What follows belongs to an exercise in optimizing a design on an open flow for small area; a production flow would make more cautious choices. Only simulation tests tie the RTL to the original design; equivalence was not proved. Power is estimated from default activity; no workload was simulated.

==> flow/design.v (outline; a module is shown in full before it is edited, if it fits) <==
// module vga_controller: 39 lines
// module vga_display: 1113 lines
module vga_display(
    input wire clk, reset,
    input cpu_isAttacking,
    input wire [3:0] p1_health_out, cpu_health_out,
    input wire [3:0] keyboard_input,
    output wire hSync, vSync,
    output wire [11:0] VGA
    );
  // ...
==> flow/run.sh <==
#!/bin/bash
# synth_recipe.tcl (not shown) runs the flow's synth.tcl, then flattens the netlist and writes it again
# the make line also repeats each setting of config.mk as NAME=value (left out here)
make -C /OpenROAD-flow-scripts/flow DESIGN_CONFIG=/design/flow/config.mk WORK_HOME=/design/flow/orfs CLKGATE_MAP_FILE= SYNTH_SCRIPT=/design/flow/synth_recipe.tcl finish
==> flow/config.mk <==
export PLATFORM = sky130hd
export DESIGN_NAME = vga_display
export DESIGN_NICKNAME = vga_display
export VERILOG_FILES = /design/flow/design.v
export SDC_FILE = /design/flow/constraint.sdc
export NUM_CORES = 4
export LEC_CHECK = 0
export CAP_MARGIN = 20
export CORE_MARGIN = 2
export CORE_UTILIZATION = 40
export SLEW_MARGIN = 20
==> flow/constraint.sdc <==
create_clock -name core_clock -period 10.0 [get_ports {clk}]
set_input_delay 2.0000 -clock core_clock [delete_from_list [all_inputs] [get_ports {clk}]]
set_output_delay 2.0000 -clock core_clock [all_outputs]
set_load 0.01 [all_outputs]
==> run summary, run 1 <==
- Run status: timing/DRC/antenna clean
- First-pass GRT wire length: about 46000 um
- CP endpoint kind: primary output
- Critical-path top delay cell: ha_1
- Hold Path Cell Cnt: 1
- Area contributors post-synth: dfxtp_1, nor2_1, nand2_1
- Overflow after GRT: 0
- Hold EP: count[14]
- Startpoint types: flop
- DRC: 0
- Asr flop ratio synth: 0
- CP required: 8000 ps
- Post-synth top area share: 0.07216
- CP top delay family: compound AO/OA/AOI/OAI gates
- Syn-to-layout area delta: 5.804%
- Final-layout clock-cell area share: 0.01186
- Setup crit end: VGA[5]
- Buffers on Ports: 28
- Setup TNS: 0 ps
- Clk pwr: just under 0.00009 W
- Number of synthesized flops with an enable pin: 0
- CTS Root Cell: clkbuf_16
- Met1 wire length: 12300 um
- Biggest consumer: registers
- Commonest non-fill, non-tap cell in the layout: nor2_1
- PD cells: 30.54 nW/um2
- Dpl cells: 1165
- Reg2Reg Setup Slack: roughly 6500 ps
- Register area share after synthesis: 0.07216
- Compound-Gate Fraction of Synth Area: 0.3822
- Synth Flop Type: dfxtp_1
- WHS: between 400 and 500 ps
- Initial DRC Count: 1581
- Synth Area in XOR/XNOR: 0.02569
- Final cycle utilization of the critical path: 0.8226
- Post-Synth Adder-Cell Area: 0.01529
==> run 2, diff against run 1 <==
==> flow/design.v (replaced) <==
module vga_logic(
    input wire reset,
    input wire [1:0] count, input wire pixel_strobe,
    input wire [5:0] hq, input wire [4:0] hr, input wire [4:0] vq, input wire [4:0] vr,
    input wire cpu_isAttacking, input wire [3:0] p1_health_out, input wire [3:0] cpu_health_out, input wire [3:0] keyboard_input,
    output wire [1:0] count_n, output wire pixel_strobe_n,
    output wire [5:0] hq_n, output wire [4:0] hr_n, output wire [4:0] vq_n, output wire [4:0] vr_n,
    output wire hSync, output wire vSync, output wire [11:0] VGA
);
wire new_n78, new_n79, new_n80, new_n83, new_n84, new_n85, new_n86,
    new_n87, new_n88, new_n89, new_n90, new_n92, new_n93, new_n94, new_n96,
    new_n97, new_n98, new_n99, new_n101, new_n102, new_n103, new_n104,
    new_n105, new_n106, new_n107, new_n108, new_n109, new_n110, new_n111,
    new_n112, new_n113, new_n114, new_n115, new_n116, new_n117, new_n118,
    new_n119, new_n120, new_n122, new_n123, new_n124, new_n125, new_n127,
    new_n128, new_n129, new_n130, new_n132, new_n133, new_n134, new_n135,
    new_n137, new_n138, new_n140, new_n141, new_n142, new_n143, new_n144,
    new_n145, new_n147, new_n148, new_n149, new_n150, new_n152, new_n153,
    new_n154, new_n155, new_n156, new_n158, new_n159, new_n160, new_n161,
    new_n162, new_n163, new_n164, new_n165, new_n167, new_n168, new_n169,
    new_n170, new_n171, new_n172, new_n173, new_n174, new_n175, new_n176,
    new_n177, new_n178, new_n179, new_n180, new_n181, new_n183, new_n184,
    new_n185, new_n187, new_n188, new_n189, new_n191, new_n192, new_n193,
    new_n195, new_n196, new_n197, new_n199, new_n200, new_n202, new_n203,
    new_n204, new_n205, new_n206, new_n208, new_n209, new_n210, new_n212,
    new_n213, new_n214, new_n215, new_n217, new_n218, new_n219, new_n220,
    new_n221, new_n223, new_n224, new_n225, new_n226, new_n227, new_n229,
    new_n230, new_n231, new_n232, new_n233, new_n234, new_n235, new_n236,
    new_n237, new_n238, new_n239, new_n240, new_n241, new_n242, new_n243,
    new_n244, new_n245, new_n246, new_n247, new_n248, new_n249, new_n250,
    new_n251, new_n252, new_n253, new_n254, new_n255, new_n256, new_n257,
    new_n258, new_n259, new_n260, new_n261, new_n262, new_n263, new_n264,
    new_n265, new_n266, new_n267, new_n268, new_n269, new_n270, new_n271,
    new_n272, new_n273, new_n274, new_n275, new_n276, new_n277, new_n278,
    new_n279, new_n280, new_n281, new_n282, new_n283, new_n284, new_n285,
    new_n286, new_n287, new_n288, new_n289, new_n290, new_n291, new_n292,
    new_n293, new_n294, new_n295, new_n296, new_n297, new_n298, new_n299,
    new_n300, new_n301, new_n302, new_n303, new_n304, new_n305, new_n306,
    new_n307, new_n308, new_n309, new_n310, new_n311, new_n312, new_n313,
    new_n314, new_n315, new_n316, new_n317, new_n318, new_n319, new_n320,
    new_n321, new_n322, new_n323, new_n324, new_n325, new_n326, new_n327,
    new_n328, new_n329, new_n330, new_n331, new_n332, new_n333, new_n334,
    new_n335, new_n336, new_n337, new_n338, new_n339, new_n340, new_n341,
    new_n342, new_n343, new_n344, new_n345, new_n346, new_n347, new_n348,
    new_n349, new_n350, new_n351, new_n352, new_n353, new_n354, new_n355,
    new_n356, new_n357, new_n358, new_n359, new_n360, new_n361, new_n362,
    new_n363, new_n364, new_n365, new_n366, new_n367, new_n368, new_n369,
    new_n370, new_n371, new_n372, new_n373, new_n374, new_n375, new_n376,
    new_n377, new_n378, new_n379, new_n380, new_n381, new_n382, new_n383,
    new_n384, new_n385, new_n386, new_n387, new_n388, new_n389, new_n390,
    new_n391, new_n392, new_n393, new_n394, new_n395, new_n396, new_n397,
    new_n398, new_n399, new_n400, new_n401, new_n402, new_n403, new_n404,
    new_n405, new_n406, new_n407, new_n408, new_n409, new_n410, new_n411,
    new_n412, new_n413, new_n414, new_n415, new_n416, new_n417, new_n418,
    new_n419, new_n420, new_n421, new_n422, new_n423, new_n424, new_n425,
    new_n426, new_n427, new_n428, new_n429, new_n430, new_n431, new_n432,
    new_n433, new_n434, new_n435, new_n436, new_n437, new_n438, new_n439,
    new_n440, new_n441, new_n442, new_n443, new_n444, new_n445, new_n446,
    new_n447, new_n448, new_n449, new_n450, new_n451, new_n452, new_n453,
    new_n454, new_n455, new_n456, new_n457, new_n458, new_n459, new_n460,
    new_n461, new_n462, new_n463, new_n464, new_n465, new_n466, new_n467,
    new_n468, new_n469, new_n470, new_n471, new_n472, new_n473, new_n474,
    new_n475, new_n476, new_n477, new_n478, new_n479, new_n480, new_n481,
    new_n482, new_n483, new_n484, new_n485, new_n486, new_n487, new_n488,
    new_n489, new_n490, new_n491, new_n492, new_n493, new_n494, new_n495,
    new_n496, new_n497, new_n498, new_n499, new_n500, new_n501, new_n502,
    new_n503, new_n504, new_n505, new_n506, new_n507, new_n508, new_n509,
    new_n510, new_n511, new_n512, new_n513, new_n514, new_n515, new_n516,
    new_n517, new_n518, new_n519, new_n520, new_n521, new_n522, new_n523,
    new_n524, new_n525, new_n526, new_n527, new_n528, new_n529, new_n530,
    new_n531, new_n532, new_n533, new_n534, new_n535, new_n536, new_n537,
    new_n538, new_n539, new_n540, new_n541, new_n542, new_n543, new_n544,
    new_n545, new_n546, new_n547, new_n548, new_n549, new_n550, new_n551,
    new_n552, new_n553, new_n554, new_n555, new_n556, new_n557, new_n558,
    new_n559, new_n560, new_n561, new_n562, new_n563, new_n564, new_n565,
    new_n566, new_n567, new_n568, new_n569, new_n570, new_n571, new_n572,
    new_n573, new_n574, new_n575, new_n576, new_n577, new_n578, new_n579,
    new_n580, new_n581, new_n582, new_n583, new_n584, new_n585, new_n586,
    new_n587, new_n588, new_n589, new_n590, new_n591, new_n592, new_n593,
    new_n594, new_n595, new_n596, new_n597, new_n598, new_n599, new_n600,
    new_n601, new_n602, new_n603, new_n604, new_n605, new_n606, new_n607,
    new_n608, new_n609, new_n610, new_n611, new_n612, new_n613, new_n614,
    new_n615, new_n616, new_n617, new_n618, new_n619, new_n620, new_n621,
    new_n622, new_n623, new_n624, new_n625, new_n626, new_n627, new_n628,
    new_n629, new_n630, new_n631, new_n632, new_n633, new_n634, new_n635,
    new_n636, new_n637, new_n638, new_n639, new_n640, new_n641, new_n642,
    new_n643, new_n644, new_n645, new_n646, new_n647, new_n648, new_n649,
    new_n650, new_n651, new_n652, new_n653, new_n654, new_n655, new_n656,
    new_n657, new_n658, new_n659, new_n660, new_n661, new_n662, new_n663,
    new_n664, new_n665, new_n666, new_n667, new_n668, new_n669, new_n670,
    new_n671, new_n672, new_n673, new_n674, new_n675, new_n676, new_n677,
    new_n678, new_n679, new_n680, new_n681, new_n682, new_n683, new_n684,
    new_n685, new_n686, new_n687, new_n688, new_n689, new_n690, new_n691,
    new_n692, new_n693, new_n694, new_n695, new_n696, new_n697, new_n698,
    new_n699, new_n700, new_n701, new_n702, new_n703, new_n704, new_n705,
    new_n706, new_n707, new_n708, new_n709, new_n710, new_n711, new_n712,
    new_n713, new_n714, new_n715, new_n716, new_n717, new_n718, new_n719,
    new_n720, new_n721, new_n722, new_n723, new_n724, new_n725, new_n726,
    new_n727, new_n728, new_n729, new_n730, new_n731, new_n732, new_n733,
    new_n734, new_n735, new_n736, new_n737, new_n738, new_n739, new_n740,
    new_n741, new_n742, new_n743, new_n744, new_n745, new_n746, new_n747,
    new_n748, new_n749, new_n750, new_n751, new_n752, new_n753, new_n754,
    new_n755, new_n756, new_n757, new_n758, new_n759, new_n760, new_n761,
    new_n762, new_n763, new_n764, new_n765, new_n766, new_n767, new_n768,
    new_n769, new_n770, new_n771, new_n772, new_n773, new_n774, new_n775,
    new_n776, new_n777, new_n778, new_n779, new_n780, new_n781, new_n782,
    new_n783, new_n784, new_n785, new_n786, new_n787, new_n788, new_n789,
    new_n790, new_n791, new_n793, new_n794, new_n795, new_n796, new_n798,
    new_n800, new_n801, new_n805, new_n806, new_n807, new_n808, new_n809,
    new_n811, new_n812, new_n814, new_n816, new_n817, new_n819, new_n820,
    new_n822;
  assign count_n[0] = ~reset & ~count[0];
  assign new_n78 = count[0] & count[1];
  assign new_n79 = ~count[0] & ~count[1];
  assign new_n80 = ~reset & ~new_n79;
  assign count_n[1] = ~new_n78 & new_n80;
  assign pixel_strobe_n = reset | ~new_n78;
  assign new_n83 = ~pixel_strobe & ~hr[0];
  assign new_n84 = ~hr[1] & new_n83;
  assign new_n85 = hr[2] & ~hr[3];
  assign new_n86 = hr[4] & new_n85;
  assign new_n87 = new_n84 & new_n86;
  assign new_n88 = hq[0] & ~new_n87;
  assign new_n89 = ~hq[0] & new_n87;
  assign new_n90 = ~reset & ~new_n89;
  assign hq_n[0] = new_n88 | ~new_n90;
  assign new_n92 = hq[1] & new_n89;
  assign new_n93 = ~hq[1] & ~new_n89;
  assign new_n94 = ~reset & ~new_n93;
  assign hq_n[1] = ~new_n92 & new_n94;
  assign new_n96 = ~hq[2] & ~new_n92;
  assign new_n97 = hq[1] & hq[2];
  assign new_n98 = new_n89 & new_n97;
  assign new_n99 = ~reset & ~new_n98;
  assign hq_n[2] = ~new_n96 & new_n99;
  assign new_n101 = ~hq[4] & ~hq[5];
  assign new_n102 = ~hq[0] & new_n97;
  assign new_n103 = ~hr[3] & ~hr[4];
  assign new_n104 = hr[2] & new_n103;
  assign new_n105 = new_n102 & ~new_n104;
  assign new_n106 = hq[3] & ~new_n105;
  assign new_n107 = new_n101 & ~new_n106;
  assign new_n108 = ~hq[1] & ~hq[2];
  assign new_n109 = hq[0] & new_n108;
  assign new_n110 = hr[0] & hr[1];
  assign new_n111 = hr[2] & hr[3];
  assign new_n112 = ~hr[4] & new_n111;
  assign new_n113 = new_n110 & new_n112;
  assign new_n114 = new_n109 & new_n113;
  assign new_n115 = new_n107 & new_n114;
  assign new_n116 = ~pixel_strobe & new_n115;
  assign new_n117 = ~reset & ~new_n116;
  assign new_n118 = hq[3] & ~new_n98;
  assign new_n119 = ~hq[3] & new_n98;
  assign new_n120 = ~new_n118 & ~new_n119;
  assign hq_n[3] = ~new_n117 | ~new_n120;
  assign new_n122 = hq[4] & ~new_n119;
  assign new_n123 = ~hq[3] & ~hq[4];
  assign new_n124 = new_n98 & new_n123;
  assign new_n125 = ~new_n122 & ~new_n124;
  assign hq_n[4] = ~reset & ~new_n125;
  assign new_n127 = ~hq[3] & new_n101;
  assign new_n128 = new_n98 & new_n127;
  assign new_n129 = hq[5] & ~new_n124;
  assign new_n130 = ~new_n128 & ~new_n129;
  assign hq_n[5] = ~new_n117 | ~new_n130;
  assign new_n132 = ~reset & ~hr[0];
  assign new_n133 = pixel_strobe & ~new_n132;
  assign new_n134 = ~new_n83 & ~new_n116;
  assign new_n135 = ~reset & ~new_n134;
  assign hr_n[0] = new_n133 | new_n135;
  assign new_n137 = hr[1] & ~new_n83;
  assign new_n138 = ~reset & ~new_n84;
  assign hr_n[1] = new_n137 | ~new_n138;
  assign new_n140 = ~hr[3] & hr[4];
  assign new_n141 = ~reset & hr[2];
  assign new_n142 = ~new_n140 & new_n141;
  assign new_n143 = new_n84 & new_n142;
  assign new_n144 = ~reset & ~hr[2];
  assign new_n145 = ~new_n84 & new_n144;
  assign hr_n[2] = ~new_n143 & ~new_n145;
  assign new_n147 = hr[3] & new_n84;
  assign new_n148 = new_n144 & new_n147;
  assign new_n149 = ~new_n138 & ~new_n141;
  assign new_n150 = ~hr[3] & ~new_n149;
  assign hr_n[3] = ~new_n148 & ~new_n150;
  assign new_n152 = ~hr[4] & new_n147;
  assign new_n153 = ~new_n140 & ~new_n152;
  assign new_n154 = new_n144 & ~new_n153;
  assign new_n155 = ~new_n138 & ~new_n142;
  assign new_n156 = hr[4] & ~new_n155;
  assign hr_n[4] = new_n154 | new_n156;
  assign new_n158 = vr[2] & ~vr[3];
  assign new_n159 = ~vr[4] & new_n158;
  assign new_n160 = vr[0] & vr[1];
  assign new_n161 = new_n116 & new_n160;
  assign new_n162 = new_n159 & new_n161;
  assign new_n163 = vq[0] & ~new_n162;
  assign new_n164 = ~vq[0] & new_n162;
  assign new_n165 = ~new_n163 & ~new_n164;
  assign vq_n[0] = ~reset & ~new_n165;
  assign new_n167 = vq[1] & ~new_n164;
  assign new_n168 = ~vq[0] & ~vq[1];
  assign new_n169 = ~vr[2] & vr[3];
  assign new_n170 = vr[4] & ~new_n169;
  assign new_n171 = new_n168 & ~new_n170;
  assign new_n172 = ~vq[2] & vq[3];
  assign new_n173 = ~vq[4] & new_n172;
  assign new_n174 = ~new_n171 & new_n173;
  assign new_n175 = vr[3] & new_n160;
  assign new_n176 = new_n168 & new_n175;
  assign new_n177 = new_n174 & new_n176;
  assign new_n178 = ~reset & ~new_n177;
  assign new_n179 = ~new_n117 & ~new_n178;
  assign new_n180 = new_n162 & new_n168;
  assign new_n181 = ~new_n179 & ~new_n180;
  assign vq_n[1] = new_n167 | ~new_n181;
  assign new_n183 = vq[2] & new_n180;
  assign new_n184 = ~vq[2] & ~new_n180;
  assign new_n185 = ~reset & ~new_n184;
  assign vq_n[2] = ~new_n183 & new_n185;
  assign new_n187 = ~vq[3] & new_n183;
  assign new_n188 = vq[3] & ~new_n183;
  assign new_n189 = ~new_n187 & ~new_n188;
  assign vq_n[3] = ~new_n179 & ~new_n189;
  assign new_n191 = vq[4] & new_n187;
  assign new_n192 = ~vq[4] & ~new_n187;
  assign new_n193 = ~reset & ~new_n192;
  assign vq_n[4] = ~new_n191 & new_n193;
  assign new_n195 = vr[0] & new_n116;
  assign new_n196 = ~vr[0] & ~new_n116;
  assign new_n197 = ~new_n195 & ~new_n196;
  assign vr_n[0] = ~new_n178 | new_n197;
  assign new_n199 = ~vr[1] & ~new_n195;
  assign new_n200 = ~new_n161 & ~new_n199;
  assign vr_n[1] = ~new_n178 | new_n200;
  assign new_n202 = vr[2] & ~new_n161;
  assign new_n203 = ~vr[2] & new_n160;
  assign new_n204 = new_n116 & new_n203;
  assign new_n205 = ~new_n159 & ~new_n204;
  assign new_n206 = ~new_n202 & new_n205;
  assign vr_n[2] = ~reset & ~new_n206;
  assign new_n208 = vr[3] & new_n204;
  assign new_n209 = ~vr[3] & ~new_n204;
  assign new_n210 = ~new_n179 & ~new_n209;
  assign vr_n[3] = ~new_n208 & new_n210;
  assign new_n212 = vr[4] & ~new_n208;
  assign new_n213 = ~vr[4] & new_n208;
  assign new_n214 = ~reset & ~new_n162;
  assign new_n215 = ~new_n213 & new_n214;
  assign vr_n[4] = new_n212 | ~new_n215;
  assign new_n217 = ~hq[0] & ~new_n104;
  assign new_n218 = new_n108 & ~new_n217;
  assign new_n219 = hq[3] & hq[5];
  assign new_n220 = ~hq[4] & ~new_n97;
  assign new_n221 = new_n219 & new_n220;
  assign hSync = new_n218 | ~new_n221;
  assign new_n223 = ~vq[0] & vq[1];
  assign new_n224 = ~vr[0] & ~vr[1];
  assign new_n225 = ~new_n160 & ~new_n224;
  assign new_n226 = new_n223 & new_n225;
  assign new_n227 = new_n159 & new_n173;
  assign vSync = ~new_n226 | ~new_n227;
  assign new_n229 = hq[4] & ~hq[5];
  assign new_n230 = ~hq[3] & new_n229;
  assign new_n231 = hq[3] & new_n229;
  assign new_n232 = hr[1] & new_n85;
  assign new_n233 = hr[4] & ~new_n232;
  assign new_n234 = hq[0] & ~new_n233;
  assign new_n235 = new_n97 & ~new_n234;
  assign new_n236 = new_n231 & new_n235;
  assign new_n237 = ~hq[0] & new_n233;
  assign new_n238 = hq[1] & ~new_n234;
  assign new_n239 = ~hq[1] & new_n234;
  assign new_n240 = ~new_n238 & ~new_n239;
  assign new_n241 = new_n230 & ~new_n240;
  assign new_n242 = ~hq[2] & new_n241;
  assign new_n243 = ~new_n237 & new_n242;
  assign new_n244 = ~new_n236 & ~new_n243;
  assign new_n245 = hq[2] & new_n230;
  assign new_n246 = new_n240 & new_n245;
  assign new_n247 = hq[1] & new_n245;
  assign new_n248 = hq[3] & new_n101;
  assign new_n249 = ~hq[2] & new_n248;
  assign new_n250 = ~hq[1] & new_n249;
  assign new_n251 = ~new_n247 & ~new_n250;
  assign new_n252 = ~new_n240 & ~new_n251;
  assign new_n253 = ~new_n246 & ~new_n252;
  assign new_n254 = new_n244 & new_n253;
  assign new_n255 = new_n230 & new_n254;
  assign new_n256 = vq[2] & vq[4];
  assign new_n257 = vq[3] & new_n256;
  assign new_n258 = new_n168 & new_n257;
  assign new_n259 = ~new_n240 & new_n258;
  assign new_n260 = ~vq[2] & vq[4];
  assign new_n261 = ~vq[3] & new_n260;
  assign new_n262 = vq[0] & ~vq[1];
  assign new_n263 = new_n261 & new_n262;
  assign new_n264 = ~new_n259 & ~new_n263;
  assign new_n265 = new_n255 & ~new_n264;
  assign new_n266 = ~new_n234 & ~new_n237;
  assign new_n267 = ~new_n240 & ~new_n266;
  assign new_n268 = new_n223 & new_n260;
  assign new_n269 = ~vq[3] & new_n268;
  assign new_n270 = ~new_n267 & new_n269;
  assign new_n271 = ~vq[3] & vq[4];
  assign new_n272 = vq[1] & new_n271;
  assign new_n273 = ~vq[2] & new_n272;
  assign new_n274 = ~new_n270 & new_n273;
  assign new_n275 = ~new_n259 & ~new_n274;
  assign new_n276 = ~hq[1] & new_n266;
  assign new_n277 = new_n249 & new_n276;
  assign new_n278 = ~new_n252 & ~new_n277;
  assign new_n279 = ~new_n235 & new_n248;
  assign new_n280 = new_n278 & new_n279;
  assign new_n281 = hq[2] & ~new_n239;
  assign new_n282 = new_n280 & ~new_n281;
  assign new_n283 = ~new_n275 & new_n282;
  assign new_n284 = new_n269 & ~new_n278;
  assign new_n285 = vq[0] & new_n261;
  assign new_n286 = vq[1] & new_n285;
  assign new_n287 = vq[2] & new_n271;
  assign new_n288 = ~vq[1] & new_n287;
  assign new_n289 = vq[0] & new_n288;
  assign new_n290 = new_n266 & new_n289;
  assign new_n291 = ~new_n286 & ~new_n290;
  assign new_n292 = new_n246 & ~new_n291;
  assign new_n293 = ~hr[0] & ~hr[1];
  assign new_n294 = new_n85 & ~new_n293;
  assign new_n295 = ~hq[0] & hr[4];
  assign new_n296 = ~new_n294 & new_n295;
  assign new_n297 = new_n286 & ~new_n296;
  assign new_n298 = new_n236 & new_n297;
  assign new_n299 = ~p1_health_out[0] & ~p1_health_out[1];
  assign new_n300 = ~p1_health_out[2] & ~p1_health_out[3];
  assign new_n301 = new_n299 & new_n300;
  assign new_n302 = ~cpu_health_out[0] & ~cpu_health_out[1];
  assign new_n303 = ~cpu_health_out[2] & ~cpu_health_out[3];
  assign new_n304 = new_n302 & new_n303;
  assign new_n305 = ~new_n301 & new_n304;
  assign new_n306 = ~new_n298 & new_n305;
  assign new_n307 = ~new_n292 & new_n306;
  assign new_n308 = ~new_n284 & new_n307;
  assign new_n309 = ~new_n283 & new_n308;
  assign new_n310 = ~new_n265 & new_n309;
  assign new_n311 = ~hq[0] & hq[1];
  assign new_n312 = new_n245 & new_n311;
  assign new_n313 = vq[3] & new_n260;
  assign new_n314 = vq[0] & new_n256;
  assign new_n315 = ~new_n313 & ~new_n314;
  assign new_n316 = ~new_n262 & ~new_n315;
  assign new_n317 = new_n312 & new_n316;
  assign new_n318 = hq[0] & ~hq[1];
  assign new_n319 = new_n249 & new_n318;
  assign new_n320 = ~new_n317 & ~new_n319;
  assign new_n321 = new_n158 & new_n224;
  assign new_n322 = vr[4] & new_n321;
  assign new_n323 = ~vq[0] & ~new_n322;
  assign new_n324 = ~vq[1] & new_n172;
  assign new_n325 = ~new_n323 & new_n324;
  assign new_n326 = ~new_n320 & new_n325;
  assign new_n327 = ~hq[0] & ~hq[1];
  assign new_n328 = vq[0] & new_n327;
  assign new_n329 = hq[2] & new_n328;
  assign new_n330 = vq[1] & new_n287;
  assign new_n331 = new_n248 & new_n327;
  assign new_n332 = new_n330 & new_n331;
  assign new_n333 = ~new_n329 & new_n332;
  assign new_n334 = ~new_n305 & ~new_n333;
  assign new_n335 = ~new_n326 & new_n334;
  assign new_n336 = ~new_n310 & ~new_n335;
  assign new_n337 = keyboard_input[0] & ~keyboard_input[1];
  assign new_n338 = ~keyboard_input[0] & keyboard_input[1];
  assign new_n339 = ~new_n337 & ~new_n338;
  assign new_n340 = ~keyboard_input[2] & ~keyboard_input[3];
  assign new_n341 = ~new_n339 & new_n340;
  assign new_n342 = ~new_n305 & ~new_n341;
  assign new_n343 = ~hr[2] & hr[3];
  assign new_n344 = new_n293 & new_n343;
  assign new_n345 = ~hr[4] & ~new_n344;
  assign new_n346 = ~hq[0] & ~new_n345;
  assign new_n347 = hq[0] & new_n345;
  assign new_n348 = ~new_n346 & ~new_n347;
  assign new_n349 = hq[1] & new_n348;
  assign new_n350 = ~hq[1] & new_n347;
  assign new_n351 = hq[2] & ~new_n350;
  assign new_n352 = new_n231 & ~new_n351;
  assign new_n353 = new_n349 & new_n352;
  assign new_n354 = hq[5] & new_n123;
  assign new_n355 = new_n97 & new_n346;
  assign new_n356 = new_n354 & new_n355;
  assign new_n357 = ~hq[2] & ~new_n346;
  assign new_n358 = ~hq[1] & new_n231;
  assign new_n359 = new_n357 & new_n358;
  assign new_n360 = ~new_n356 & ~new_n359;
  assign new_n361 = ~new_n353 & new_n360;
  assign new_n362 = new_n286 & ~new_n361;
  assign new_n363 = ~vq[1] & new_n257;
  assign new_n364 = hq[1] & ~new_n347;
  assign new_n365 = new_n231 & new_n351;
  assign new_n366 = ~new_n364 & new_n365;
  assign new_n367 = ~hq[1] & ~new_n346;
  assign new_n368 = new_n366 & ~new_n367;
  assign new_n369 = new_n242 & new_n347;
  assign new_n370 = ~new_n365 & ~new_n369;
  assign new_n371 = vq[0] & ~new_n349;
  assign new_n372 = ~new_n370 & ~new_n371;
  assign new_n373 = vq[0] & new_n372;
  assign new_n374 = ~new_n368 & ~new_n373;
  assign new_n375 = new_n363 & ~new_n374;
  assign new_n376 = ~new_n362 & ~new_n375;
  assign new_n377 = ~new_n342 & ~new_n376;
  assign new_n378 = vq[0] & new_n359;
  assign new_n379 = new_n351 & new_n354;
  assign new_n380 = ~new_n364 & new_n379;
  assign new_n381 = ~hq[2] & ~new_n364;
  assign new_n382 = new_n229 & ~new_n350;
  assign new_n383 = new_n381 & new_n382;
  assign new_n384 = hq[3] & new_n383;
  assign new_n385 = ~new_n380 & ~new_n384;
  assign new_n386 = ~new_n367 & new_n379;
  assign new_n387 = ~new_n359 & ~new_n386;
  assign new_n388 = new_n385 & ~new_n387;
  assign new_n389 = ~new_n223 & new_n388;
  assign new_n390 = ~new_n378 & ~new_n389;
  assign new_n391 = new_n257 & ~new_n390;
  assign new_n392 = ~new_n352 & ~new_n356;
  assign new_n393 = new_n388 & ~new_n392;
  assign new_n394 = new_n273 & new_n393;
  assign new_n395 = vq[3] & new_n168;
  assign new_n396 = vq[1] & ~new_n367;
  assign new_n397 = ~new_n395 & ~new_n396;
  assign new_n398 = new_n271 & new_n322;
  assign new_n399 = ~new_n260 & ~new_n398;
  assign new_n400 = new_n342 & ~new_n399;
  assign new_n401 = new_n315 & ~new_n400;
  assign new_n402 = ~new_n397 & ~new_n401;
  assign new_n403 = ~vq[1] & new_n261;
  assign new_n404 = ~new_n330 & ~new_n403;
  assign new_n405 = ~new_n392 & ~new_n404;
  assign new_n406 = new_n367 & new_n405;
  assign new_n407 = ~new_n402 & ~new_n406;
  assign new_n408 = new_n384 & ~new_n407;
  assign new_n409 = new_n263 & new_n342;
  assign new_n410 = vq[4] & new_n324;
  assign new_n411 = ~new_n409 & ~new_n410;
  assign new_n412 = new_n353 & ~new_n411;
  assign new_n413 = new_n354 & ~new_n381;
  assign new_n414 = ~new_n357 & new_n413;
  assign new_n415 = vq[2] & new_n223;
  assign new_n416 = new_n271 & new_n415;
  assign new_n417 = ~new_n351 & new_n416;
  assign new_n418 = new_n414 & new_n417;
  assign new_n419 = new_n301 & ~new_n304;
  assign new_n420 = ~new_n418 & ~new_n419;
  assign new_n421 = ~new_n412 & new_n420;
  assign new_n422 = ~new_n408 & new_n421;
  assign new_n423 = ~new_n394 & new_n422;
  assign new_n424 = ~new_n391 & new_n423;
  assign new_n425 = ~new_n377 & new_n424;
  assign new_n426 = new_n287 & new_n366;
  assign new_n427 = new_n273 & new_n367;
  assign new_n428 = new_n379 & new_n427;
  assign new_n429 = new_n288 & new_n372;
  assign new_n430 = ~new_n428 & ~new_n429;
  assign new_n431 = ~new_n426 & new_n430;
  assign new_n432 = new_n288 & ~new_n370;
  assign new_n433 = new_n431 & new_n432;
  assign new_n434 = vq[0] & ~new_n351;
  assign new_n435 = new_n413 & new_n434;
  assign new_n436 = ~new_n372 & ~new_n435;
  assign new_n437 = vq[1] & ~new_n436;
  assign new_n438 = new_n262 & new_n388;
  assign new_n439 = ~vq[2] & new_n168;
  assign new_n440 = ~new_n415 & ~new_n439;
  assign new_n441 = ~new_n396 & new_n440;
  assign new_n442 = new_n379 & ~new_n441;
  assign new_n443 = ~new_n355 & new_n442;
  assign new_n444 = vq[0] & vq[1];
  assign new_n445 = new_n352 & ~new_n381;
  assign new_n446 = new_n444 & new_n445;
  assign new_n447 = ~new_n443 & ~new_n446;
  assign new_n448 = ~new_n438 & new_n447;
  assign new_n449 = ~new_n437 & new_n448;
  assign new_n450 = new_n261 & ~new_n449;
  assign new_n451 = ~new_n273 & ~new_n363;
  assign new_n452 = new_n380 & ~new_n451;
  assign new_n453 = new_n348 & new_n358;
  assign new_n454 = ~new_n452 & ~new_n453;
  assign new_n455 = hq[2] & new_n258;
  assign new_n456 = ~new_n454 & new_n455;
  assign new_n457 = new_n419 & ~new_n456;
  assign new_n458 = ~new_n450 & new_n457;
  assign new_n459 = ~new_n433 & new_n458;
  assign new_n460 = ~new_n425 & ~new_n459;
  assign new_n461 = ~new_n336 & ~new_n460;
  assign new_n462 = new_n103 & new_n109;
  assign new_n463 = new_n127 & ~new_n462;
  assign new_n464 = new_n219 & new_n462;
  assign new_n465 = hq[4] & hq[5];
  assign new_n466 = ~new_n464 & ~new_n465;
  assign new_n467 = ~new_n463 & new_n466;
  assign new_n468 = ~new_n115 & ~new_n467;
  assign new_n469 = ~vr[4] & ~new_n321;
  assign new_n470 = new_n168 & new_n287;
  assign new_n471 = new_n469 & new_n470;
  assign new_n472 = ~new_n174 & ~new_n471;
  assign new_n473 = ~new_n468 & ~new_n472;
  assign new_n474 = ~hq[2] & new_n367;
  assign new_n475 = ~hq[3] & ~new_n474;
  assign new_n476 = hq[5] & ~new_n475;
  assign new_n477 = ~new_n286 & ~new_n416;
  assign new_n478 = ~vr[1] & new_n159;
  assign new_n479 = ~vr[3] & ~new_n203;
  assign new_n480 = vr[4] & ~new_n479;
  assign new_n481 = ~new_n478 & ~new_n480;
  assign new_n482 = ~new_n477 & ~new_n481;
  assign new_n483 = new_n262 & new_n469;
  assign new_n484 = ~vr[3] & vr[4];
  assign new_n485 = new_n168 & new_n484;
  assign new_n486 = ~new_n483 & ~new_n485;
  assign new_n487 = new_n261 & ~new_n486;
  assign new_n488 = ~new_n482 & ~new_n487;
  assign new_n489 = ~new_n107 & ~new_n465;
  assign new_n490 = ~new_n488 & new_n489;
  assign new_n491 = ~new_n476 & new_n490;
  assign new_n492 = ~new_n473 & ~new_n491;
  assign new_n493 = new_n461 & new_n492;
  assign new_n494 = new_n419 & new_n431;
  assign new_n495 = ~new_n349 & new_n436;
  assign new_n496 = new_n354 & ~new_n495;
  assign new_n497 = ~new_n388 & ~new_n496;
  assign new_n498 = new_n330 & ~new_n497;
  assign new_n499 = new_n403 & new_n413;
  assign new_n500 = ~new_n388 & new_n499;
  assign new_n501 = new_n325 & new_n384;
  assign new_n502 = ~vq[0] & ~new_n357;
  assign new_n503 = ~new_n355 & new_n502;
  assign new_n504 = new_n499 & new_n503;
  assign new_n505 = ~new_n419 & ~new_n504;
  assign new_n506 = ~new_n501 & new_n505;
  assign new_n507 = ~new_n500 & new_n506;
  assign new_n508 = ~new_n498 & new_n507;
  assign new_n509 = ~new_n494 & ~new_n508;
  assign new_n510 = hq[1] & ~hq[2];
  assign new_n511 = new_n230 & new_n510;
  assign new_n512 = ~new_n255 & ~new_n511;
  assign new_n513 = new_n240 & new_n273;
  assign new_n514 = ~new_n288 & ~new_n513;
  assign new_n515 = ~new_n512 & ~new_n514;
  assign new_n516 = new_n249 & new_n263;
  assign new_n517 = new_n240 & new_n516;
  assign new_n518 = ~new_n515 & ~new_n517;
  assign new_n519 = ~new_n168 & new_n276;
  assign new_n520 = ~new_n518 & ~new_n519;
  assign new_n521 = new_n269 & ~new_n512;
  assign new_n522 = new_n305 & ~new_n521;
  assign new_n523 = ~new_n253 & new_n416;
  assign new_n524 = new_n522 & ~new_n523;
  assign new_n525 = ~new_n520 & new_n524;
  assign new_n526 = cpu_isAttacking & ~new_n341;
  assign new_n527 = ~new_n419 & ~new_n526;
  assign new_n528 = hq[0] & new_n247;
  assign new_n529 = ~new_n250 & ~new_n528;
  assign new_n530 = new_n286 & ~new_n529;
  assign new_n531 = new_n363 & new_n511;
  assign new_n532 = ~new_n530 & ~new_n531;
  assign new_n533 = ~new_n527 & ~new_n532;
  assign new_n534 = hq[0] & ~vq[0];
  assign new_n535 = ~new_n311 & ~new_n534;
  assign new_n536 = new_n403 & new_n535;
  assign new_n537 = new_n257 & ~new_n311;
  assign new_n538 = hq[1] & ~new_n537;
  assign new_n539 = ~new_n451 & new_n538;
  assign new_n540 = ~new_n536 & ~new_n539;
  assign new_n541 = new_n527 & ~new_n540;
  assign new_n542 = new_n223 & new_n256;
  assign new_n543 = new_n272 & new_n311;
  assign new_n544 = ~new_n542 & new_n543;
  assign new_n545 = ~new_n541 & ~new_n544;
  assign new_n546 = new_n245 & ~new_n545;
  assign new_n547 = new_n245 & ~new_n527;
  assign new_n548 = new_n258 & new_n547;
  assign new_n549 = ~new_n305 & ~new_n317;
  assign new_n550 = vq[1] & new_n172;
  assign new_n551 = new_n250 & new_n550;
  assign new_n552 = new_n249 & new_n363;
  assign new_n553 = ~new_n551 & ~new_n552;
  assign new_n554 = new_n549 & new_n553;
  assign new_n555 = ~new_n548 & new_n554;
  assign new_n556 = ~new_n546 & new_n555;
  assign new_n557 = ~new_n533 & new_n556;
  assign new_n558 = ~new_n168 & ~new_n444;
  assign new_n559 = hq[1] & new_n558;
  assign new_n560 = hq[0] & ~new_n395;
  assign new_n561 = ~new_n559 & new_n560;
  assign new_n562 = new_n260 & ~new_n311;
  assign new_n563 = ~new_n561 & new_n562;
  assign new_n564 = ~new_n257 & ~new_n563;
  assign new_n565 = ~hq[2] & ~new_n564;
  assign new_n566 = ~new_n97 & ~new_n108;
  assign new_n567 = new_n273 & new_n566;
  assign new_n568 = ~vq[1] & new_n256;
  assign new_n569 = new_n223 & new_n257;
  assign new_n570 = hq[0] & new_n569;
  assign new_n571 = ~new_n568 & ~new_n570;
  assign new_n572 = ~hq[1] & ~new_n571;
  assign new_n573 = ~new_n567 & ~new_n572;
  assign new_n574 = ~new_n565 & new_n573;
  assign new_n575 = new_n248 & ~new_n574;
  assign new_n576 = ~new_n287 & ~new_n403;
  assign new_n577 = new_n319 & ~new_n576;
  assign new_n578 = new_n410 & new_n528;
  assign new_n579 = ~new_n577 & ~new_n578;
  assign new_n580 = ~vq[1] & new_n249;
  assign new_n581 = ~new_n547 & ~new_n580;
  assign new_n582 = new_n287 & new_n311;
  assign new_n583 = ~new_n558 & new_n582;
  assign new_n584 = ~new_n581 & new_n583;
  assign new_n585 = new_n579 & ~new_n584;
  assign new_n586 = ~new_n575 & new_n585;
  assign new_n587 = new_n557 & new_n586;
  assign new_n588 = ~new_n525 & ~new_n587;
  assign new_n589 = ~new_n509 & ~new_n588;
  assign new_n590 = ~new_n168 & new_n260;
  assign new_n591 = ~new_n325 & ~new_n590;
  assign new_n592 = ~new_n257 & ~new_n410;
  assign new_n593 = new_n591 & new_n592;
  assign new_n594 = new_n327 & ~new_n593;
  assign new_n595 = ~hq[1] & ~new_n591;
  assign new_n596 = ~new_n286 & ~new_n330;
  assign new_n597 = new_n592 & new_n596;
  assign new_n598 = hq[0] & ~new_n597;
  assign new_n599 = ~new_n595 & new_n598;
  assign new_n600 = ~new_n594 & ~new_n599;
  assign new_n601 = ~hq[2] & ~new_n600;
  assign new_n602 = new_n329 & new_n330;
  assign new_n603 = ~vq[0] & new_n261;
  assign new_n604 = new_n566 & new_n603;
  assign new_n605 = new_n540 & new_n604;
  assign new_n606 = ~new_n602 & ~new_n605;
  assign new_n607 = ~new_n601 & new_n606;
  assign new_n608 = new_n248 & ~new_n607;
  assign new_n609 = ~vq[2] & ~new_n579;
  assign new_n610 = new_n557 & ~new_n609;
  assign new_n611 = ~new_n608 & new_n610;
  assign new_n612 = new_n277 & new_n416;
  assign new_n613 = new_n522 & ~new_n612;
  assign new_n614 = ~new_n330 & ~new_n542;
  assign new_n615 = ~new_n266 & ~new_n614;
  assign new_n616 = new_n257 & new_n262;
  assign new_n617 = vq[0] & ~new_n322;
  assign new_n618 = new_n330 & ~new_n617;
  assign new_n619 = ~new_n616 & ~new_n618;
  assign new_n620 = ~new_n615 & new_n619;
  assign new_n621 = ~new_n240 & ~new_n620;
  assign new_n622 = ~new_n512 & new_n621;
  assign new_n623 = new_n255 & new_n290;
  assign new_n624 = new_n261 & new_n558;
  assign new_n625 = ~new_n244 & new_n624;
  assign new_n626 = new_n270 & new_n280;
  assign new_n627 = new_n285 & ~new_n513;
  assign new_n628 = ~new_n253 & new_n627;
  assign new_n629 = new_n246 & new_n258;
  assign new_n630 = ~new_n517 & ~new_n629;
  assign new_n631 = ~new_n628 & new_n630;
  assign new_n632 = ~new_n626 & new_n631;
  assign new_n633 = ~new_n625 & new_n632;
  assign new_n634 = ~new_n623 & new_n633;
  assign new_n635 = ~new_n622 & new_n634;
  assign new_n636 = new_n613 & new_n635;
  assign new_n637 = ~new_n611 & ~new_n636;
  assign new_n638 = ~new_n353 & ~new_n383;
  assign new_n639 = new_n403 & new_n638;
  assign new_n640 = ~new_n372 & new_n639;
  assign new_n641 = new_n363 & ~new_n378;
  assign new_n642 = new_n384 & new_n641;
  assign new_n643 = new_n273 & new_n353;
  assign new_n644 = new_n342 & ~new_n643;
  assign new_n645 = ~new_n642 & new_n644;
  assign new_n646 = ~new_n640 & new_n645;
  assign new_n647 = ~new_n368 & ~new_n393;
  assign new_n648 = new_n273 & new_n384;
  assign new_n649 = ~new_n367 & new_n648;
  assign new_n650 = ~new_n258 & ~new_n342;
  assign new_n651 = ~new_n649 & new_n650;
  assign new_n652 = hq[2] & new_n346;
  assign new_n653 = new_n231 & ~new_n652;
  assign new_n654 = ~new_n651 & new_n653;
  assign new_n655 = new_n647 & new_n654;
  assign new_n656 = ~new_n646 & new_n655;
  assign new_n657 = ~new_n405 & ~new_n410;
  assign new_n658 = new_n388 & ~new_n657;
  assign new_n659 = ~new_n387 & new_n569;
  assign new_n660 = ~new_n452 & ~new_n659;
  assign new_n661 = ~new_n658 & new_n660;
  assign new_n662 = new_n172 & ~new_n360;
  assign new_n663 = new_n349 & new_n379;
  assign new_n664 = new_n261 & new_n663;
  assign new_n665 = ~new_n662 & ~new_n664;
  assign new_n666 = ~new_n168 & ~new_n665;
  assign new_n667 = new_n289 & ~new_n348;
  assign new_n668 = new_n288 & ~new_n667;
  assign new_n669 = ~new_n385 & new_n668;
  assign new_n670 = ~new_n419 & ~new_n669;
  assign new_n671 = ~new_n666 & new_n670;
  assign new_n672 = new_n661 & new_n671;
  assign new_n673 = ~new_n656 & new_n672;
  assign new_n674 = ~new_n383 & ~new_n394;
  assign new_n675 = new_n223 & new_n271;
  assign new_n676 = ~new_n674 & new_n675;
  assign new_n677 = ~new_n258 & ~new_n330;
  assign new_n678 = vq[0] & ~new_n392;
  assign new_n679 = ~new_n445 & ~new_n678;
  assign new_n680 = ~new_n677 & ~new_n679;
  assign new_n681 = new_n272 & new_n383;
  assign new_n682 = new_n475 & new_n681;
  assign new_n683 = new_n257 & new_n558;
  assign new_n684 = ~new_n396 & new_n683;
  assign new_n685 = new_n366 & new_n684;
  assign new_n686 = new_n445 & new_n667;
  assign new_n687 = ~new_n685 & ~new_n686;
  assign new_n688 = ~new_n682 & new_n687;
  assign new_n689 = ~vq[1] & new_n664;
  assign new_n690 = new_n419 & ~new_n648;
  assign new_n691 = ~new_n689 & new_n690;
  assign new_n692 = new_n688 & new_n691;
  assign new_n693 = ~new_n680 & new_n692;
  assign new_n694 = ~new_n676 & new_n693;
  assign new_n695 = ~new_n673 & ~new_n694;
  assign new_n696 = ~new_n502 & ~new_n694;
  assign new_n697 = ~new_n388 & ~new_n413;
  assign new_n698 = ~new_n442 & new_n624;
  assign new_n699 = ~new_n697 & new_n698;
  assign new_n700 = ~new_n696 & new_n699;
  assign new_n701 = ~new_n695 & ~new_n700;
  assign new_n702 = ~new_n637 & new_n701;
  assign new_n703 = new_n589 & ~new_n702;
  assign new_n704 = new_n492 & ~new_n703;
  assign new_n705 = new_n533 & ~new_n534;
  assign new_n706 = new_n273 & ~new_n561;
  assign new_n707 = ~new_n537 & ~new_n706;
  assign new_n708 = new_n569 & ~new_n707;
  assign new_n709 = ~new_n569 & new_n707;
  assign new_n710 = new_n168 & new_n318;
  assign new_n711 = new_n249 & ~new_n710;
  assign new_n712 = ~new_n709 & new_n711;
  assign new_n713 = ~new_n708 & new_n712;
  assign new_n714 = ~new_n286 & ~new_n568;
  assign new_n715 = new_n318 & ~new_n714;
  assign new_n716 = ~new_n102 & new_n403;
  assign new_n717 = hq[0] & hq[1];
  assign new_n718 = ~new_n328 & ~new_n717;
  assign new_n719 = new_n330 & ~new_n718;
  assign new_n720 = ~new_n109 & ~new_n719;
  assign new_n721 = ~new_n716 & new_n720;
  assign new_n722 = ~new_n715 & new_n721;
  assign new_n723 = new_n168 & new_n260;
  assign new_n724 = new_n108 & ~new_n723;
  assign new_n725 = new_n248 & ~new_n724;
  assign new_n726 = ~new_n722 & new_n725;
  assign new_n727 = ~new_n536 & ~new_n544;
  assign new_n728 = new_n247 & new_n527;
  assign new_n729 = ~new_n727 & new_n728;
  assign new_n730 = new_n312 & new_n313;
  assign new_n731 = new_n549 & ~new_n730;
  assign new_n732 = ~new_n729 & new_n731;
  assign new_n733 = ~new_n726 & new_n732;
  assign new_n734 = new_n585 & new_n733;
  assign new_n735 = ~new_n713 & new_n734;
  assign new_n736 = ~new_n705 & new_n735;
  assign new_n737 = new_n322 & new_n510;
  assign new_n738 = new_n444 & ~new_n737;
  assign new_n739 = ~new_n168 & new_n287;
  assign new_n740 = ~new_n738 & new_n739;
  assign new_n741 = ~new_n276 & new_n740;
  assign new_n742 = ~new_n254 & new_n741;
  assign new_n743 = new_n241 & new_n289;
  assign new_n744 = new_n108 & new_n234;
  assign new_n745 = new_n263 & ~new_n744;
  assign new_n746 = new_n279 & new_n745;
  assign new_n747 = ~new_n743 & ~new_n746;
  assign new_n748 = ~new_n742 & new_n747;
  assign new_n749 = new_n613 & new_n748;
  assign new_n750 = ~new_n736 & ~new_n749;
  assign new_n751 = hq[2] & ~new_n367;
  assign new_n752 = ~new_n714 & ~new_n751;
  assign new_n753 = ~new_n498 & ~new_n752;
  assign new_n754 = new_n414 & ~new_n753;
  assign new_n755 = ~new_n268 & ~new_n403;
  assign new_n756 = new_n663 & ~new_n755;
  assign new_n757 = new_n271 & ~new_n590;
  assign new_n758 = ~new_n663 & new_n757;
  assign new_n759 = ~new_n756 & ~new_n758;
  assign new_n760 = new_n388 & ~new_n759;
  assign new_n761 = ~new_n257 & ~new_n261;
  assign new_n762 = new_n442 & ~new_n761;
  assign new_n763 = new_n325 & ~new_n360;
  assign new_n764 = ~new_n762 & ~new_n763;
  assign new_n765 = ~new_n388 & ~new_n764;
  assign new_n766 = new_n670 & ~new_n765;
  assign new_n767 = ~new_n760 & new_n766;
  assign new_n768 = ~new_n754 & new_n767;
  assign new_n769 = ~vq[0] & new_n638;
  assign new_n770 = new_n444 & ~new_n445;
  assign new_n771 = ~new_n388 & new_n770;
  assign new_n772 = ~new_n769 & ~new_n771;
  assign new_n773 = new_n647 & ~new_n772;
  assign new_n774 = vq[0] & ~new_n638;
  assign new_n775 = ~vq[1] & ~new_n774;
  assign new_n776 = ~new_n773 & ~new_n775;
  assign new_n777 = new_n682 & ~new_n776;
  assign new_n778 = new_n287 & new_n776;
  assign new_n779 = ~new_n430 & new_n558;
  assign new_n780 = new_n419 & ~new_n504;
  assign new_n781 = ~new_n779 & new_n780;
  assign new_n782 = ~new_n778 & new_n781;
  assign new_n783 = ~new_n777 & new_n782;
  assign new_n784 = ~new_n768 & ~new_n783;
  assign new_n785 = ~new_n750 & ~new_n784;
  assign new_n786 = new_n702 & ~new_n785;
  assign new_n787 = new_n589 & new_n786;
  assign new_n788 = ~new_n702 & ~new_n785;
  assign new_n789 = ~new_n461 & new_n788;
  assign new_n790 = ~new_n787 & ~new_n789;
  assign new_n791 = new_n704 & ~new_n790;
  assign VGA[6] = ~new_n493 & ~new_n791;
  assign new_n793 = new_n258 & new_n469;
  assign new_n794 = ~new_n271 & ~new_n793;
  assign new_n795 = ~new_n468 & ~new_n794;
  assign new_n796 = new_n107 & new_n795;
  assign VGA[0] = VGA[6] | new_n796;
  assign new_n798 = new_n492 & ~new_n796;
  assign VGA[1] = ~new_n790 | ~new_n798;
  assign new_n800 = ~new_n461 & new_n702;
  assign new_n801 = new_n798 & ~new_n800;
  assign VGA[2] = new_n703 | ~new_n801;
  assign VGA[7] = ~new_n704 | ~new_n790;
  assign VGA[3] = ~new_n801 | VGA[7];
  assign new_n805 = new_n702 & new_n785;
  assign new_n806 = ~new_n589 & ~new_n786;
  assign new_n807 = new_n476 & new_n795;
  assign new_n808 = new_n493 & ~new_n807;
  assign new_n809 = ~new_n787 & new_n808;
  assign VGA[9] = new_n806 | ~new_n809;
  assign new_n811 = ~new_n785 & ~VGA[9];
  assign new_n812 = ~new_n805 & ~new_n811;
  assign VGA[4] = ~new_n492 | new_n812;
  assign new_n814 = new_n589 & new_n702;
  assign VGA[5] = ~new_n493 | ~new_n814;
  assign new_n816 = ~new_n805 & new_n808;
  assign new_n817 = new_n492 & ~new_n807;
  assign VGA[11] = ~new_n589 | ~new_n817;
  assign new_n819 = ~new_n816 & VGA[11];
  assign new_n820 = new_n788 & new_n808;
  assign VGA[8] = new_n819 | new_n820;
  assign new_n822 = new_n702 & new_n808;
  assign VGA[10] = new_n811 | ~new_n822;
endmodule
module vga_display(
    input wire clk, reset,
    input cpu_isAttacking,
    input wire [3:0] p1_health_out, cpu_health_out,
    input wire [3:0] keyboard_input,
    output wire hSync, vSync,
    output wire [11:0] VGA
    );
    reg [1:0] count;
    reg pixel_strobe;
    reg [5:0] hq;
    reg [4:0] hr, vq, vr;
    wire [1:0] count_n;
    wire pixel_strobe_n;
    wire [5:0] hq_n;
    wire [4:0] hr_n, vq_n, vr_n;
    always @(posedge clk) begin
        count <= count_n;
        pixel_strobe <= pixel_strobe_n;
        hq <= hq_n;
        hr <= hr_n;
        vq <= vq_n;
        vr <= vr_n;
    end
    vga_logic logic_i (.reset(reset), .count(count), .pixel_strobe(pixel_strobe),
        .hq(hq), .hr(hr), .vq(vq), .vr(vr),
        .cpu_isAttacking(cpu_isAttacking), .p1_health_out(p1_health_out), .cpu_health_out(cpu_health_out),
        .keyboard_input(keyboard_input),
        .count_n(count_n), .pixel_strobe_n(pixel_strobe_n), .hq_n(hq_n), .hr_n(hr_n), .vq_n(vq_n), .vr_n(vr_n),
        .hSync(hSync), .vSync(vSync), .VGA(VGA));
endmodule
==> flow/flow/run.sh (new file) <==
#!/bin/bash
# Own layout flow: the standard ORFS flow (standard.sh), unchanged except that the
# technology-mapping ABC call of the standard synthesis uses an area-oriented script
# (flow/abc_area_own.script) instead of ORFS's delay-oriented one. Registers, their names and
# cell types are those of the standard synthesis. Ports are buffered as in the standard flow, with
# the smallest buffer (buf_1) instead of ORFS's default choice. ORFS writes each tool's log under
# orfs/logs/; make's own output goes to flow_make.log here.
set -euo pipefail
W=$(pwd)
{
  echo "proc abc {args} {"
  echo "  set i [lsearch -exact \$args -script]"
  echo "  if {\$i >= 0} { lset args [expr {\$i + 1}] $W/flow/abc_area_own.script }"
  echo "  yosys abc {*}\$args"
  echo "}"
  cat "$W/synth_recipe.tcl"
} > "$W/own_synth.tcl"
sed "s#SYNTH_SCRIPT=[^ ]*#SYNTH_SCRIPT=$W/own_synth.tcl#" "$W/standard.sh" > "$W/own_standard.sh"
grep -q "SYNTH_SCRIPT=$W/own_synth.tcl" "$W/own_standard.sh"
export BUFFER_PORTS_ARGS="-buffer_cell sky130_fd_sc_hd__buf_1"
bash "$W/own_standard.sh" > "$W/flow_make.log" 2>&1
==> flow/flow/abc_area_own.script (new file) <==
strash
dch -f
amap
topo
==> flow/standard.sh (new file) <==
#!/bin/bash
# synth_recipe.tcl (not shown) runs the flow's synth.tcl, then flattens the netlist and writes it again
# the make line also repeats each setting of config.mk as NAME=value (left out here)
make -C /OpenROAD-flow-scripts/flow DESIGN_CONFIG=/design/flow/config.mk WORK_HOME=/design/flow/orfs CLKGATE_MAP_FILE= SYNTH_SCRIPT=/design/flow/synth_recipe.tcl "${@:-finish}"
==> flow/config.mk (replaced) <==
export PLATFORM = sky130hd
export DESIGN_NAME = vga_display
export DESIGN_NICKNAME = vga_display
export VERILOG_FILES = /design/flow/design.v
export SDC_FILE = /design/flow/constraint.sdc
export NUM_CORES = 4
export LEC_CHECK = 0
export CAP_MARGIN = 20
export CORE_MARGIN = 2
export CORE_UTILIZATION = 50
export CTS_BUF_LIST = sky130_fd_sc_hd__clkbuf_8
export PLACE_DENSITY = 0.6
export SLEW_MARGIN = 20
removed: flow/run.sh
==> run 2 against run 1 <==
Net effect:
- clock skew increased by 2.4 ps
- non-clock buffer count decreased by 15
- sequential cell count increased by 1
- final cell count decreased by 45%
- maximum frequency increased by 3.3%
- first-iteration DRC count decreased by 45%
- critical endpoint is now VGA[0]
- synthesized cell count decreased by 46%
- area after synthesis decreased by 51%
- largest cell class unchanged
- count of clock-buffer cells in the layout increased by 1
- sequential share of layout area increased by 7.3 points
- die area decreased by 59%
- hold slack improved by 19 ps
- critical path type unchanged
==> run summary, run 2 <==
- Seq cells post-synth: 24
- Startpoint types: flop
- CP top delay family: simple AND/OR/NAND/NOR gates
- Asr flop ratio synth: 0 (unchanged)
- Most common cell in the netlist: nor2_1
- Final cycle utilization of the critical path: 0.7967 (-0.02591)
- Distinct cells, synth: 44
- Die area: 6939 um2
- Worst EP arrival: 5970 ps
- Post-synth top area share: 0.1588 (+0.08662)
- Net count, final: 602
- Starting Density: 0.5249
- Worst r2r dst: vq[1]
- Core Rows: 28
- Most frequent cells in the layout: nor2_1, clkinv_1, o21ai_0, nand2_1, buf_1
- Buffers & Inverters on Critical Path: 5
- Register area share after synthesis: 0.1528 (+0.08065)
- Vias in the first global route: 4262
- Die width: between 80 and 90 um
- Max-cap violations: 0
- DRC: 0 (unchanged)
- Overflow after GRT: 0 (unchanged)
- Synth cell count leaders: nor2_1, clkinv_1, o21ai_0
- Vias post-DR: roughly 4600
- Postcts setup bufs: 0
- Dominant cell type by area after synthesis: nor2_1
- PD cells: 53.77 nW/um2 (+76%)
- I/O Pins: 29
- GPL Wtd Cong: roughly 1.1
- Synth Area per Inst: ~5.9 um2
- Post-Syn Area: 3144 um2
- Fmax: 125.5 MHz
- Number of synthesized flops with an enable pin: 0 (unchanged)
- Hpwl dp: 10230 um
- Initial DRC Count: 876 (-45%)
- Min-delay src: count[1]
- Cts repair resizes: 0
- Synth warnings: 1
- CTS sink cnt: 24
- Slew HR: 0.4944
- Cell count after synthesis: between 500 and 600
- Setup CP Type: reg -> out
- Critical R2R Launch: vq[0]
- Syn-to-layout area delta: 8.317%
- CP required: 8000 ps (about the same)
- Diodes inserted: 0
- Reg clk slew, reported paths: 80 ps
- RSZ-0062 raised after global routing: false
- Wire per inst: 20.85 um
- Cts hold-fix bufs: 0
- Synth Flop Type: dfxtp_1
- Routed Antenna Nets: 0
- Hold Path Cell Cnt: 1 (unchanged)
- CTS Root Cell: clkbuf_8
- Hold EP: pixel_strobe
- Maximum resistive drop on vdd: 0.0001190 V
- Reg with most FFs: hq
- Skew final: 4.042 ps
- Hold crit path type: reg -> reg
- Largest fanout on the critical path: 14
- Clk buf depth: 2
- CTS Buf Count: 3
- Die height: roughly 83 um
- Buffers on Ports: 28 (unchanged)
- Syn nets: 568
- Run status: timing/DRC/antenna clean
- Setup TNS: 0 ps (unchanged)
- Max stage delay on crit path: slightly below 600 ps
- # setup viols final: 0
- CTS tree: built
- H-tree depth: 1
- Worst slew pin tran: around 750 ps
- TritonRoute pass-1 iters: 8
- Fin. Hold Viols: 0
- Initial antenna violation count: 0
- Stages on the worst setup path: 21
- CORE AREA: between 5000 and 6000 um2
- DP Worst Slack: around 2300 ps
- Largest net degree at the start of global routing: 17
- Post-Route WL: 13410 um
- Area contributors post-synth: nor2_1, dfxtp_1, clkinv_1
- Mean number of vias per cell: 7.079
- Layout cells sized above 1: 0.008803
- Reg2Reg Setup Slack: 6640 ps (+100 ps)
- All-Layer GR Usage: 0.3733
- Worst-Skew Late Latency: approximately 260 ps
- LEAKAGE: roughly 1.1 nW
- Critical-path top delay cell: dfxtp_1
- CP endpoint kind: primary output
- Crit-path cells: clkinv_1 > ha_1 > nor2_1 > clkinv_1 > nor3_1 > a31oi_1 > nor2_1 > clkinv_1 > nor3_1 > or2_0 > a311oi_1 > nor2_1 > a2111oi_0 > nor3_1 > clkinv_1 > nor2_1 > nand2_1 > o21ai_0 > a22oi_1 > or2_0 > buf_1
- Final Max Slew Viols: 0
- Final WS setup: 2033 ps
- First-pass GRT wire length: 21340 um (-53%)
- Final Critical Period: 7967 ps
- R2R depth: 8
- Pwr Total: 0.0001831 W
- Commonest non-fill, non-tap cell in the layout: nor2_1
- Max reg flops: 6
## run 2: metrics by stage
stage | cell area (um2) | hold slack (ps) | std cells | util
after detailed placement | 3351 | 399.8 | 639 | 0.5593
final | 3406 | 431.9 | 643 | 0.5685
after floorplan | 3144 | 378.1 | 535 | -
after CTS | 3406 | 426.0 | 643 | 0.5685
after global routing | 3406 | 439.0 | 643 | 0.5685
after global placement | 3351 | 391.0 | 639 | 0.5593
## run 2: worst max path at each step
| stage | start | end | slack, ps |
|---|---|---|---|
| finish | hq[0] | VGA[0] | 2030 |
| global route | hq[0] | VGA[0] | 1630 |
| CTS | p1_health_out[0] | VGA[0] | 2300 |
| detailed placement | p1_health_out[0] | VGA[0] | 2300 |
| global placement | p1_health_out[0] | VGA[0] | 2450 |
| floorplan | p1_health_out[0] | VGA[10] | 2950 |
## run 2: logic make-up after synthesis
| family | count (synthesis) | share of synthesized area |
|---|---|---|
| and+or+nand+nor | 262 | 0.3645 |
| adders and majority gates | 18 | 0.07163 |
| buffers and inverters | 75 | 0.08953 |
| AOI/OAI and AO/OA | 156 | 0.3215 |
| DFF | 24 | 0.1528 |
## run 2: final cells by class
| type | instances | area, um2 |
|---|---|---|
| clock buffer | 4 | 55.05 |
| fill | 603 | 2585 |
| inverter | 75 | 281.5 |
| multi-input combinational | 436 | 2382 |
| sequential | 24 | 480.5 |
| tap | 75 | 93.84 |
| timing repair buffer | 29 | 112.6 |
## run 2: report_power, final
part           total [W]  switching [W]  internal [W]
logic          0.0000225      0.0000143    0.00000827
registers      0.0000974    0.000000912     0.0000965
clock network  0.0000632      0.0000281     0.0000351
total           0.000183      0.0000433      0.000140
## run 2: metal layers
| layer | vias to the layer above | GRT usage | part of all wire |
|---|---|---|---|
| li1 | 1984 | - | - |
| met1 | 1973 | 0.4539 | 0.36 |
| met2 | 466 | 0.5872 | 0.42 |
| met3 | 129 | 0.09245 | 0.14 |
| met4 | 0 | 0.2340 | 0.076 |
| met5 | - | 0 | 0 |

re-timing with driven ports:
No port has a modelled driver above. Below, the same layouts with a new extraction and two added sets of constraints.
Step 1, drivers: a clkbuf_16 drives clk and a buf_2 each remaining input, both assumed.
Step 2 moves the port delays by t, midway between the first and last clock arrival at a register: inputs arrive t later, outputs are due t later. That takes back most of the time a late clock gives input paths.
a / b / c = ideal / step 1 / step 2; a / b = the first two.
| run | t (ns) | setup slack, ns | cell pins on the clock port's net |
|---|---|---|---|
| run 1 | 0.291 | 1.774 / 1.735 / 1.793 | 1 |
| run 2 | 0.283 | 2.033 / 2.010 / 2.161 | 1 |
After both steps every run listed still meets setup and hold.
